Context: an optimization exercise on an open-source flow, tuned for small area and a short achievable clock period. The choices shown serve that exercise and are no tape-out recipe. Function was not checked in any run shown here: the RTL went through the layout flow alone. Power figures rest on the tool's default switching activity, not on a simulated workload.

==> config.mk <==
export PLATFORM = sky130hd
export DESIGN_NAME = max_pool_3x3
export DESIGN_NICKNAME = max_pool_3x3
export VERILOG_FILES = /design/flow/design.v
export SDC_FILE = /design/flow/constraint.sdc
export NUM_CORES = 4
export LEC_CHECK = 0
export CAP_MARGIN = 20
export CORE_MARGIN = 2
export CORE_UTILIZATION = 40
export SLEW_MARGIN = 20
==> constraint.sdc <==
create_clock -name core_clock -period 12.0 [get_ports {clk}]
set_input_delay 2.4000 -clock core_clock [delete_from_list [all_inputs] [get_ports {clk}]]
set_output_delay 2.4000 -clock core_clock [all_outputs]
set_load 0.01 [all_outputs]
==> design.v <==
module max_c (
    input  [30:0] a,
    input  [30:0] nb,
    output        gt);
    localparam L = 5;
    localparam W = 1 << L;
    wire [2*W-2:0] g;
    wire [2*W-2:0] p;
    assign g[W-1:0] = {1'b0, a & nb};
    assign p[W-1:0] = {1'b1, a | nb};
    genvar l, i;
    generate
        for (l = 0; l < L; l = l + 1) begin : lvl
            localparam N   = W >> l;               
            localparam IN  = 2*W - 2*N;            
            localparam OUT = 2*W - N;              
            for (i = 0; i < N/2; i = i + 1) begin : node
                assign g[OUT+i] = g[IN+2*i+1] | (p[IN+2*i+1] & g[IN+2*i]);
                assign p[OUT+i] = p[IN+2*i+1] & p[IN+2*i];
            end
        end
    endgenerate
    assign gt = g[2*W-2];
endmodule
module max_relu (
    input  [31:0] a,
    input  [31:0] b,
    input  [31:0] c,
    output        sa,
    output        sb,
    output        sc);
    wire [30:0] nb = ~b[30:0];
    wire [30:0] nc = ~c[30:0];
    wire lab, lac, lbc;
    max_c cab (a[30:0], nb, lab);
    max_c cac (a[30:0], nc, lac);
    max_c cbc (b[30:0], nc, lbc);
    wire ab = ~a[31] & (b[31] | lab);
    wire ac = ~a[31] & (c[31] | lac);
    wire bc = ~b[31] & (c[31] | lbc);
    assign sa = ab & ac;
    assign sb = ~ab & bc & ~b[31];
    assign sc = ~ac & ~bc & ~c[31];
endmodule
module max_pool_3x3 (
    input [31:0] v1,
    input [31:0] v2,
    input [31:0] v3,
    input [31:0] v4,
    input [31:0] v5,
    input [31:0] v6,
    input [31:0] v7,
    input [31:0] v8,
    input [31:0] v9,
    input en,
    input clk,
    output [31:0] selected);
    wire s1, s2, s3, s4, s5, s6, s7, s8, s9;
    max_relu g0 (v1, v2, v3, s1, s2, s3);
    max_relu g1 (v4, v5, v6, s4, s5, s6);
    max_relu g2 (v7, v8, v9, s7, s8, s9);
    wire [30:0] m0 = ({31{s1}} & v1[30:0]) | ({31{s2}} & v2[30:0]) | ({31{s3}} & v3[30:0]);
    wire [30:0] m1 = ({31{s4}} & v4[30:0]) | ({31{s5}} & v5[30:0]) | ({31{s6}} & v6[30:0]);
    wire [30:0] m2 = ({31{s7}} & v7[30:0]) | ({31{s8}} & v8[30:0]) | ({31{s9}} & v9[30:0]);
    wire t0, t1, t2;
    max_relu gf ({1'b0, m0}, {1'b0, m1}, {1'b0, m2}, t0, t1, t2);
    reg [30:0] q;
    wire [30:0] d = ({31{t0 & en}} & m0) | ({31{t1 & en}} & m1) | ({31{t2 & en}} & m2)
                  | ({31{~en}} & q);
    always @(posedge clk)
        q <= d;
    assign selected = {1'b0, q};
endmodule
==> flow/run.sh <==
#!/bin/bash
# The standard layout, with these changes: synthesis keeps the comparator
# module apart so that ABC maps it on its own for speed (flow/cmp.abc) and the
# rest with flow/map.abc, before flattening as the standard synthesis does;
# every port gets the smallest buffer cell; timing repair aims 5.5 ns beyond
# the clock period.
set -euo pipefail
here=$(pwd)
export BUFFER_PORTS_ARGS="-buffer_cell sky130_fd_sc_hd__buf_1"
export SETUP_SLACK_MARGIN=5.5
export SYNTH_KEEP_MODULES=max_c
export FLOW_ABC_SCRIPT=$here/flow/map.abc
export FLOW_ABC_CMP=$here/flow/cmp.abc
sed "s|SYNTH_SCRIPT=[^ ]*|SYNTH_SCRIPT=$here/flow/synth.tcl|" standard.sh > flow_standard.sh
bash flow_standard.sh > standard_flow.log 2>&1
==> flow/cmp.abc <==
strash
dch
map -D 700
buffer
upsize -D 700
dnsize -D 700
==> flow/map.abc <==
strash
dch
map -D 2500
buffer
upsize -D 2500
dnsize -D 2500
==> flow/synth.tcl <==
# The standard synthesis script, except that ABC maps the comparator
# module (kept apart until after mapping) with flow/cmp.abc and the rest of
# the design with flow/map.abc.
proc synth {args} { yosys synth -nofsm -noshare {*}$args }
proc abc {args} {
  set i [lsearch -exact $args -script]
  set a_cmp $args
  lset a_cmp [expr {$i + 1}] $::env(FLOW_ABC_CMP)
  set a_main $args
  lset a_main [expr {$i + 1}] $::env(FLOW_ABC_SCRIPT)
  yosys abc {*}$a_cmp max_c
  yosys abc {*}$a_main $::env(DESIGN_NAME)
}
source $::env(SCRIPTS_DIR)/synth.tcl
# left out here: clear keep_hierarchy, flatten, clean up, hide names made inside functions, write 1_2_yosys.v
==> standard.sh <==
#!/bin/bash
# synth_recipe.tcl (not shown) runs the flow's synth.tcl, then flattens the netlist and writes it again
# the make line also repeats each setting of config.mk as NAME=value (left out here)
make -C /OpenROAD-flow-scripts/flow DESIGN_CONFIG=/design/flow/config.mk WORK_HOME=/design/flow/orfs CLKGATE_MAP_FILE= SYNTH_SCRIPT=/design/flow/synth_recipe.tcl "${@:-finish}"
==> impl.org, run 1 <==
** Status
- The flow ran to the end and the layout has no timing, DRC or antenna violations.

** Setup path
- For the worst setup path, the data required time is 12.21 ns.
- Kind of critical path :: primary input to flop
- Data arrival at the endpoint of the critical path :: 6.36 ns
- STA classifies the critical path startpoint as a primary input.
- The worst setup path is captured at a flop.
- Critical-path maximum fanout :: 20

** Global route
- Maximum number of pins on one net before global-route repair :: 34
- Number of antenna violations at the first check in global routing :: 1
- Total grt overflow :: 0
- Vias in the first global route :: 12300
- Wire length of the first global-routing pass :: 58.9 mm
- Global routing usage summed across all routing layers :: 27.2%

** Clock network
- Post-CTS clock slew at the launch and capture registers of the worst setup and hold paths :: 0.05 ns
- The later pin in the worst-skew pair is clocked with a latency of 0.28 ns.
- Inserted Clock Buffers :: 5
- Cell chosen for the clock root :: sky130_fd_sc_hd__clkbuf_16
- Buffer levels on the longest clock path :: 2
- In this run, post-CTS hold repair placed 0 buffers.
- The H-tree generated during clock tree synthesis spans 2 levels.
- CTS tree :: yes
- Number of clock sinks :: 31

** Route
- Using the TritonRoute via totals, the vias-per-cell ratio works out to 5.41.
- Detailed routing inserted a total of 14100 vias.
- First-iteration detailed-routing DRC count :: 1350
- Drt first pass iters :: 5
- Routed wirelength normalized by instance count :: 14.2 um
- In this run the remaining antenna-violating nets after routing total 0.
- Routed wire length :: 37.0 mm
- After detailed routing, the number of remaining DRC violations is 0.

** Floorplan
- The die is 160 um wide.
- Core Region :: 24200 um2
- Initial standard-cell utilization of the core :: 40.4%
- Std-Cell Rows :: 57
- Measured along the y axis, the die boundary spans 160 um.
- The die covers 25700 um2.
- 322 I/O pins were placed.

** Job
- Max Cap Violations :: 0

** Synthesis
- Yosys synthesis warning count :: 1
- Count of distinct cell types in the synthesized netlist :: 24
- Summing every instance area after synthesis gives 9780 um2.
- Register bit count reported by yosys :: 31
- The cell count after synthesis came out at 1972.
- Portion of the post-synthesis area used by sequential elements :: 6.35%
- Mean area per synthesized cell :: 4.96 um2
- Synthesized Nets :: 2262

** Layout
- Max FFs per register :: 31
- Final #Nets :: 2563
- The largest registers in the layout are q: 31 flops.
- Excluding fillers, the count of instances in the completed layout stands at 2600.
- Core Util, Final :: 48.5%
- Synthesis-to-finish area growth :: 20.0%
- With fillers left out, the area of the finished cells amounts to 11700 um2.
- q holds more flip-flops than any other register.
- Ratio of cells with drive above 1 in the final layout :: 3.30%

** Worst hold path
- Worst hold path class :: flop to flop

** STA
- Worst Slack Setup Final :: 5.85 ns
- Setup violations remaining at the end of the flow were counted as 0.
- Setup repair after global routing left no endpoint under its margin.
- For the final database, setup skew stands at 0 ns.
- Slew Viols, Final :: 0
- After layout, the worst path uses 51.2% of the clock period.
- Headroom to the max-slew limit :: 31.6%
- The hold violation total from the final report was 0.
- At the pin with the least slew margin, the transition time is 1.02 ns.
- Post-route setup TNS :: 0 ns
- Subtracting the final worst setup slack from the clock period gives 6.15 ns.
- For this run, the top clock speed supported by timing is 163 MHz.

** Pwr
- The share of total power dissipated in sequential elements is 17.8%.
- Sw frac :: 52.5%
- The analysis attributes to net switching a power of 0.508 mW.
- The share of total power dissipated in the clock network is 12.8%.
- Power density cells :: 82.4 nW/um2
- IR analysis of the VDD net gives a maximum drop of 45.8 uV.
- Gate power share :: 69.4%
- Static leakage :: 5.78 nW
- Internal Dissipation :: 0.459 mW

** Placement
- In this run the cell area measured after placement is 11300 um2.
- Quantity of I/O buffers inserted on ports :: 320
- Prior to clock tree synthesis, the placed netlist has a worst setup slack of 4.82 ns.
- Once detailed placement completed, the half-perimeter wirelength came to 30.8 mm.
- Gp weighted congestion :: 0.965
- Placed instance count :: 2587
==> per-module statistics from Yosys (local to each module, per instance) <==
module        area [um2]  flip-flops and latches
max_pool_3x3        4060                      31
max_c                477                       0
==> power by group through the flow <==
stage	Combinational (mW)	Sequential [mW]	Clock, mW
after floorplan	0.404	0.188	0
after global placement	0.630	0.173	0
after detailed placement	0.642	0.175	0
after CTS	0.651	0.173	0.126
after global routing	0.752	0.176	0.129
final	0.671	0.172	0.124
==> cell usage after synthesis, drive strengths merged <==
| cell | count | area share (%) |
|---|---|---|
| o211ai | 36 | 2.8 |
| nand4 | 12 | 0.77 |
| a31oi | 24 | 1.5 |
| dfxtp | 31 | 6.3 |
| buf | 1 | 0.077 |
| clkbuf | 39 | 1.5 |
| a22oi | 86 | 6.6 |
| nor3 | 25 | 1.9 |
| o21ai | 204 | 10 |
| and2 | 31 | 2.0 |
| a22o | 24 | 2.1 |
| o22ai | 48 | 3.1 |
| nand3b | 1 | 0.077 |
| nand2 | 428 | 16 |
| o21a | 12 | 0.92 |
| o221ai | 43 | 3.9 |
| nor2 | 303 | 12 |
| conb | 1 | 0.038 |
| inv | 376 | 14 |
| o22a | 12 | 1.1 |
| o21bai | 15 | 1.2 |
| a21oi | 220 | 11 |
==> final timing paths <==
check	startpoint	end	slack, ns	cells after the start
min	q[10]$_DFF_P_	q[10]$_DFF_P_	0.48	2
max	v1[7]	q[17]$_DFF_P_	5.85	23
max reg2reg	q[8]$_DFF_P_	q[8]$_DFF_P_	11.27	2
min reg2reg	q[10]$_DFF_P_	q[10]$_DFF_P_	0.48	2
==> per-layer routing <==
layer | global-route usage [%] | share of wire (%) | wire length, um
met5 | 0 | 0 | 0
met4 | 9.13 | 2.9 | 1080
met3 | 2.84 | 7.3 | 2710
met2 | 44.6 | 44 | 16300
met1 | 37.5 | 46 | 17000
==> cell families (layout without fill, tap and decap cells) <==
group	after synthesis	after routing	synth area share, %
AO/OA/AOI/OAI	724	724	44.8
flip-flops	31	31	6.35
AND/OR/NAND/NOR	800	800	32.8
other	1	3	0.0384
buffers and inverters	416	718	16.0
==> metrics by stage <==
step	power, mW	hold slack, ns
6_report	0.967	0.485
2_1_floorplan	0.592	0.532
5_1_grt	1.06	0.501
4_1_cts	0.950	0.492
3_5_place_dp	0.817	0.478
3_3_place_gp	0.803	0.475
==> cells in the final DEF, fill, tap and decap left out, drive strengths merged <==
| cell | instances |
|---|---|
| o21a | 12 |
| a21oi | 220 |
| nand3b | 1 |
| a22o | 24 |
| buf | 334 |
| a22oi | 86 |
| o21bai | 15 |
| nand4 | 12 |
| nor3 | 25 |
| o211ai | 36 |
| clkinvlp | 1 |
| and2 | 31 |
| a31oi | 24 |
| clkinv | 2 |
| nand2 | 428 |
| o21ai | 204 |
| conb | 1 |
| clkbuf | 6 |
| o22a | 12 |
| diode | 2 |
| dfxtp | 31 |
| inv | 375 |
| o22ai | 48 |
| o221ai | 43 |
| nor2 | 303 |
==> worst max-delay path, cell delays in order <==
cell,delay (ns)
sky130_fd_sc_hd__buf_1,0.28
sky130_fd_sc_hd__o21ai_0,0.15
sky130_fd_sc_hd__nand2_1,0.11
sky130_fd_sc_hd__o221ai_1,0.11
sky130_fd_sc_hd__o21ai_1,0.22
sky130_fd_sc_hd__a21oi_1,0.14
sky130_fd_sc_hd__o21ai_1,0.19
sky130_fd_sc_hd__nor2_1,0.08
sky130_fd_sc_hd__nor2_2,0.21
sky130_fd_sc_hd__o21ai_4,0.19
sky130_fd_sc_hd__buf_8,0.22
sky130_fd_sc_hd__o221ai_2,0.31
sky130_fd_sc_hd__o21ai_0,0.16
sky130_fd_sc_hd__nand2_1,0.12
sky130_fd_sc_hd__o221ai_1,0.10
sky130_fd_sc_hd__o21ai_0,0.21
sky130_fd_sc_hd__a21oi_1,0.12
sky130_fd_sc_hd__o21ai_1,0.28
sky130_fd_sc_hd__nand2_1,0.16
sky130_fd_sc_hd__nor2_4,0.11
sky130_fd_sc_hd__buf_4,0.23
sky130_fd_sc_hd__a22oi_1,0.13
sky130_fd_sc_hd__nand2_1,0.10
==> what timing repair did <==
action                                  in CTS  in global routing
gates resized for setup                     14                 37
hold endpoints to repair                     0                  0
pin swaps                                    1                  1
setup buffers                                1                  2
endpoints found under the setup margin      31                 31
==> area by class of cell <==
| class | count | area (um2) |
|---|---|---|
| clock inverters | 2 | 12.5 |
| multi-input cells | 1525 | 7810 |
| fillers | 2717 | 12400 |
| inverters | 376 | 1410 |
| clock buffers | 6 | 129 |
| flip-flops and latches | 31 | 621 |
| well taps | 324 | 405 |
| diodes | 2 | 5.00 |
| repair buffers | 334 | 1340 |
==> run 2, diff against run 1 <==
==> flow/cmp.abc (replaced) <==
strash
dch
map -D 900
buffer
upsize -D 900
dnsize -D 900
==> impl.org, run 2 <==
** Status
- The flow ran to the end and the layout has no timing, DRC or antenna violations.

** Setup path
- The worst setup path is captured at a flop.
- Data on the critical path is required at its endpoint by 12.22 ns.
- The critical path in this run is classified as primary input to flop.
- Data on the critical path arrives at its endpoint at 6.57 ns.
- STA classifies the critical path startpoint as a primary input.
- Along the worst path, the maximum fanout reaches 15.

** Clock network
- At the later pin of the worst-skew pair, clock insertion delay measures 0.28 ns.
- The longest clock path from root to sink contains 2 buffers.
- The clock drives 31 sinks.
- Maximum level of the CTS H-tree :: 2
- The tree is rooted in a sky130_fd_sc_hd__clkbuf_16.
- TritonCTS built the clock tree.
- After clock tree synthesis, the flow added hold-fix buffers numbering 0.
- Inserted Clock Buffers :: 5
- Clock-pin slew was measured on the worst setup and hold paths at 0.05 ns.

** Placement
- Placed instance count :: 2498
- Port buffering added 320 buffers.
- Gp weighted congestion :: 0.927
- Timing analysis after detailed placement gives a worst setup slack of 4.50 ns.
- Once detailed placement completed, the half-perimeter wirelength came to 31.1 mm.
- Post-detailed-placement cell area :: 11000 um2

** STA
- Once routing completed, OpenROAD measured the worst setup slack at 5.65 ns.
- The routed design could run at a clock period as short as 6.35 ns.
- Final worst-path cycle share :: 52.9%
- Hold is met by 0.487 ns.
- Maximum clock frequency :: 158 MHz
- Worst-Margin Slew :: 0.703 ns
- The max-slew violation count was 0.
- Across the routed clock network, the largest skew measured is 0 ns.
- The hold violation total from the final report is 0.
- Measured against its own limit, the worst slew margin works out to 53.1%.
- Adding up every negative setup slack in the final design gives 0 ns.
- Setup violations remaining at the end of the flow were counted as 0.
- Setup repair after global routing left no endpoint under its margin.

** Pwr
- In this run the power density over the cells is 84.5 nW/um2.
- Total power of the final layout :: 1.01 mW
- Static leakage :: 6.07 nW
- IR analysis of the VDD net gives a maximum drop of 67.7 uV.

** Layout
- In the layout the commonest cells are sky130_fd_sc_hd__inv_1 (460), sky130_fd_sc_hd__buf_1 (318), sky130_fd_sc_hd__nor2_1 (283).
- The register with the most flip-flops in the final layout is q.
- Number of inserted diodes :: 0
- The register with the most flip-flops in the layout has 31 of them.
- Ratio of cells with drive above 1 in the final layout :: 5.76%
- Cells fill 51.4% of the core in the end.
- The finished layout holds 2541 standard cells, fillers aside.
- Largest regs :: q: 31 flops
- With fillers left out, the area of the finished cells amounts to 12000 um2.
- Leaving out fill and tap cells, the most frequent cell in the layout is sky130_fd_sc_hd__inv_1.
- From synthesis to final layout, the design area changed by 27.0%.
- Final #Nets :: 2511

** Global route
- The first global-routing pass estimated 58.2 mm of wire.
- Total grt overflow :: 0
- Global routing usage summed across all routing layers :: 28.4%
- Number of antenna violations at the first check in global routing :: 1
- Maximum number of pins on one net before global-route repair :: 34
- The via count of the first global-routing pass is 12300.

** Floorplan
- Die area :: 24900 um2
- From left edge to right edge, the die measures 158 um.
- In this run the count of I/O pins placed on the die edge is 322.
- The core region is 23300 um2.
- Std-Cell Rows :: 56
- From bottom edge to top edge, the die measures 158 um.
- Once the floorplan was initialized, standard cells occupied 40.5% of the core.

** Synthesis
- Most instantiated cells after synthesis :: sky130_fd_sc_hd__inv_1 (460), sky130_fd_sc_hd__nor2_1 (291), sky130_fd_sc_hd__nand2_1 (272), sky130_fd_sc_hd__o21ai_0 (204), sky130_fd_sc_hd__a21oi_1 (136)
- Number of enable-type register cells in the synthesized netlist :: 0
- Of all flip-flops after synthesis, the portion carrying an async set or reset was 0%.
- In the post-synthesis netlist, the biggest area contributors are sky130_fd_sc_hd__inv_1 (18%), sky130_fd_sc_hd__nor2_1 (12%), sky130_fd_sc_hd__o21ai_0 (11%).
- Register bit count reported by yosys :: 31
- Most instantiated library cell after synthesis :: sky130_fd_sc_hd__inv_1
- Counting every instance in the synthesized netlist gives 1888.
- sky130_fd_sc_hd__inv_1 takes more of the synthesized area than any other cell.
- In the synthesized netlist the dominant register cell turns out to be sky130_fd_sc_hd__dfxtp_1.
- Synthesized Nets :: 2178
- For this run, the number of Yosys warnings is 1.
- Share of the synthesized area in the top cell type :: 18.3%
- Dividing the synthesized area by the synthesized cell count gives 5.00 um2.
- Portion of the post-synthesis area used by sequential elements :: 6.57%
- The cell area that synthesis handed to floorplanning was 9450 um2.
- Count of distinct cell types in the synthesized netlist :: 23

** Job
- Max Cap Violations :: 0

** Route
- In this run the remaining antenna-violating nets after routing total 0.
- In the routed design, unresolved DRC markers number 0.
- DR vias/cell :: 5.39
- Drt first pass iters :: 5
- Routed wirelength normalized by instance count :: 15.2 um
- In this run, the number of DRC markers left after iteration 0 of detailed routing was 1005.
- The detailed router placed 13700 vias in this run.
- Routed wire length :: 38.6 mm

** Worst hold path
- The worst hold path belongs to the class flop to flop.
==> run 2: timing repair <==
| item | in CTS | in global routing |
|---|---|---|
| gates cloned | 0 | 14 |
| pin swaps | 4 | 24 |
| gates resized for setup | 22 | 94 |
| endpoints found under the hold margin | 0 | 0 |
| setup endpoints to repair | 31 | 31 |
| buffers inserted | 3 | 17 |
==> run 2: critical path, cell delays in order <==
cell	delay [ns]
sky130_fd_sc_hd__buf_1	0.13
sky130_fd_sc_hd__inv_1	0.10
sky130_fd_sc_hd__or2_2	0.31
sky130_fd_sc_hd__o21ai_0	0.08
sky130_fd_sc_hd__a21oi_1	0.07
sky130_fd_sc_hd__a22oi_1	0.14
sky130_fd_sc_hd__o211ai_1	0.14
sky130_fd_sc_hd__a31oi_1	0.28
sky130_fd_sc_hd__o21ai_0	0.15
sky130_fd_sc_hd__o21ai_2	0.21
sky130_fd_sc_hd__nand2_1	0.12
sky130_fd_sc_hd__nor2_4	0.14
sky130_fd_sc_hd__buf_12	0.15
sky130_fd_sc_hd__buf_12	0.12
sky130_fd_sc_hd__a21oi_2	0.09
sky130_fd_sc_hd__or2_2	0.32
sky130_fd_sc_hd__o21ai_0	0.08
sky130_fd_sc_hd__a21oi_1	0.07
sky130_fd_sc_hd__a22oi_1	0.15
sky130_fd_sc_hd__o211ai_1	0.13
sky130_fd_sc_hd__a31oi_1	0.23
sky130_fd_sc_hd__o21ai_2	0.10
sky130_fd_sc_hd__buf_4	0.15
sky130_fd_sc_hd__nor3_4	0.30
sky130_fd_sc_hd__buf_6	0.23
sky130_fd_sc_hd__a22oi_1	0.09
sky130_fd_sc_hd__nand2_1	0.08
==> run 2: modules after synthesis (local to each module, per instance) <==
| module | flip-flops and latches | cell area (um2) |
|---|---|---|
| max_c | 0 | 449 |
| max_pool_3x3 | 31 | 4060 |
==> run 2: cell families (layout without fill, tap and decap cells) <==
logic type,Yosys count,in the layout,synth area share (%)
compound gates,652,653,43.1
flops,31,31,6.57
other cells,1,1,0.0397
buf+inv,500,832,19.9
simple gates,704,705,30.4
==> run 2: final timing paths <==
path | from | endpoint | slack [ns] | cells after the start
max | v9[7] | q[13]$_DFF_P_ | 5.65 | 27
min | q[19]$_DFF_P_ | q[19]$_DFF_P_ | 0.49 | 2
max reg2reg | q[23]$_DFF_P_ | q[23]$_DFF_P_ | 11.28 | 2
min reg2reg | q[19]$_DFF_P_ | q[19]$_DFF_P_ | 0.49 | 2
==> run 2: routing by layer <==
layer | track usage (%) | up-vias | part of all wire, %
met5 | 0 | - | 0.039
met4 | 9.87 | 2 | 3.1
met3 | 4.24 | 85 | 6.9
met2 | 50.4 | 514 | 47
met1 | 34.9 | 6157 | 43
li1 | - | 6947 | -
==> run 2: power breakdown <==
group	switching (mW)	total [mW]	internal [mW]	leakage, nW
clock	0.0462	0.123	0.0766	0.0679
sequential	0.0315	0.178	0.146	0.257
combinational	0.443	0.713	0.270	5.75
total	0.521	1.01	0.493	6.07
==> run 2: layout make-up <==
cell class | instances | area, um2
clock buffer | 7 | 133
clock inverter | 1 | 5.00
timing repair buffer | 364 | 1810
inverter | 460 | 1730
fill | 2660 | 11300
multi-input combinational | 1359 | 7310
tap | 319 | 399
sequential | 31 | 621

port drivers added, routing unchanged:
No port has a modelled driver above. Below, the same layouts with a new extraction and two added sets of constraints.
Step 1 sets driving cells, clkbuf_16 on the clock port and buf_2 on the other inputs (assumed; they add their load-dependent delay and slew).
Step 2 adds t to the input delays and takes it off the output delays; t is the mean of the earliest and latest rising clock arrival at the registers after step 1. Input paths then give back, and output paths get back, about the clock's delay inside the block.
Three values: no drivers, after step 1, after step 2; two values: the first two.
run | shift t [ns] | setup WS [ns] | worst setup path after step 2 | slew at the worst register clock pin (ns) | pins driven straight from the clock port
run 1 | 0.315 | 5.852 / 5.868 / 5.553 | input to register | 0.06 / 0.06 | 1
run 2 | 0.315 | 5.653 / 5.646 / 5.331 | input to register | 0.05 / 0.05 | 1
After both steps setup and hold are still met in every run listed. For run 2, which loses most, drivers alone change the setup slack by -0.007 ns; drivers and shift together by -0.322 ns.
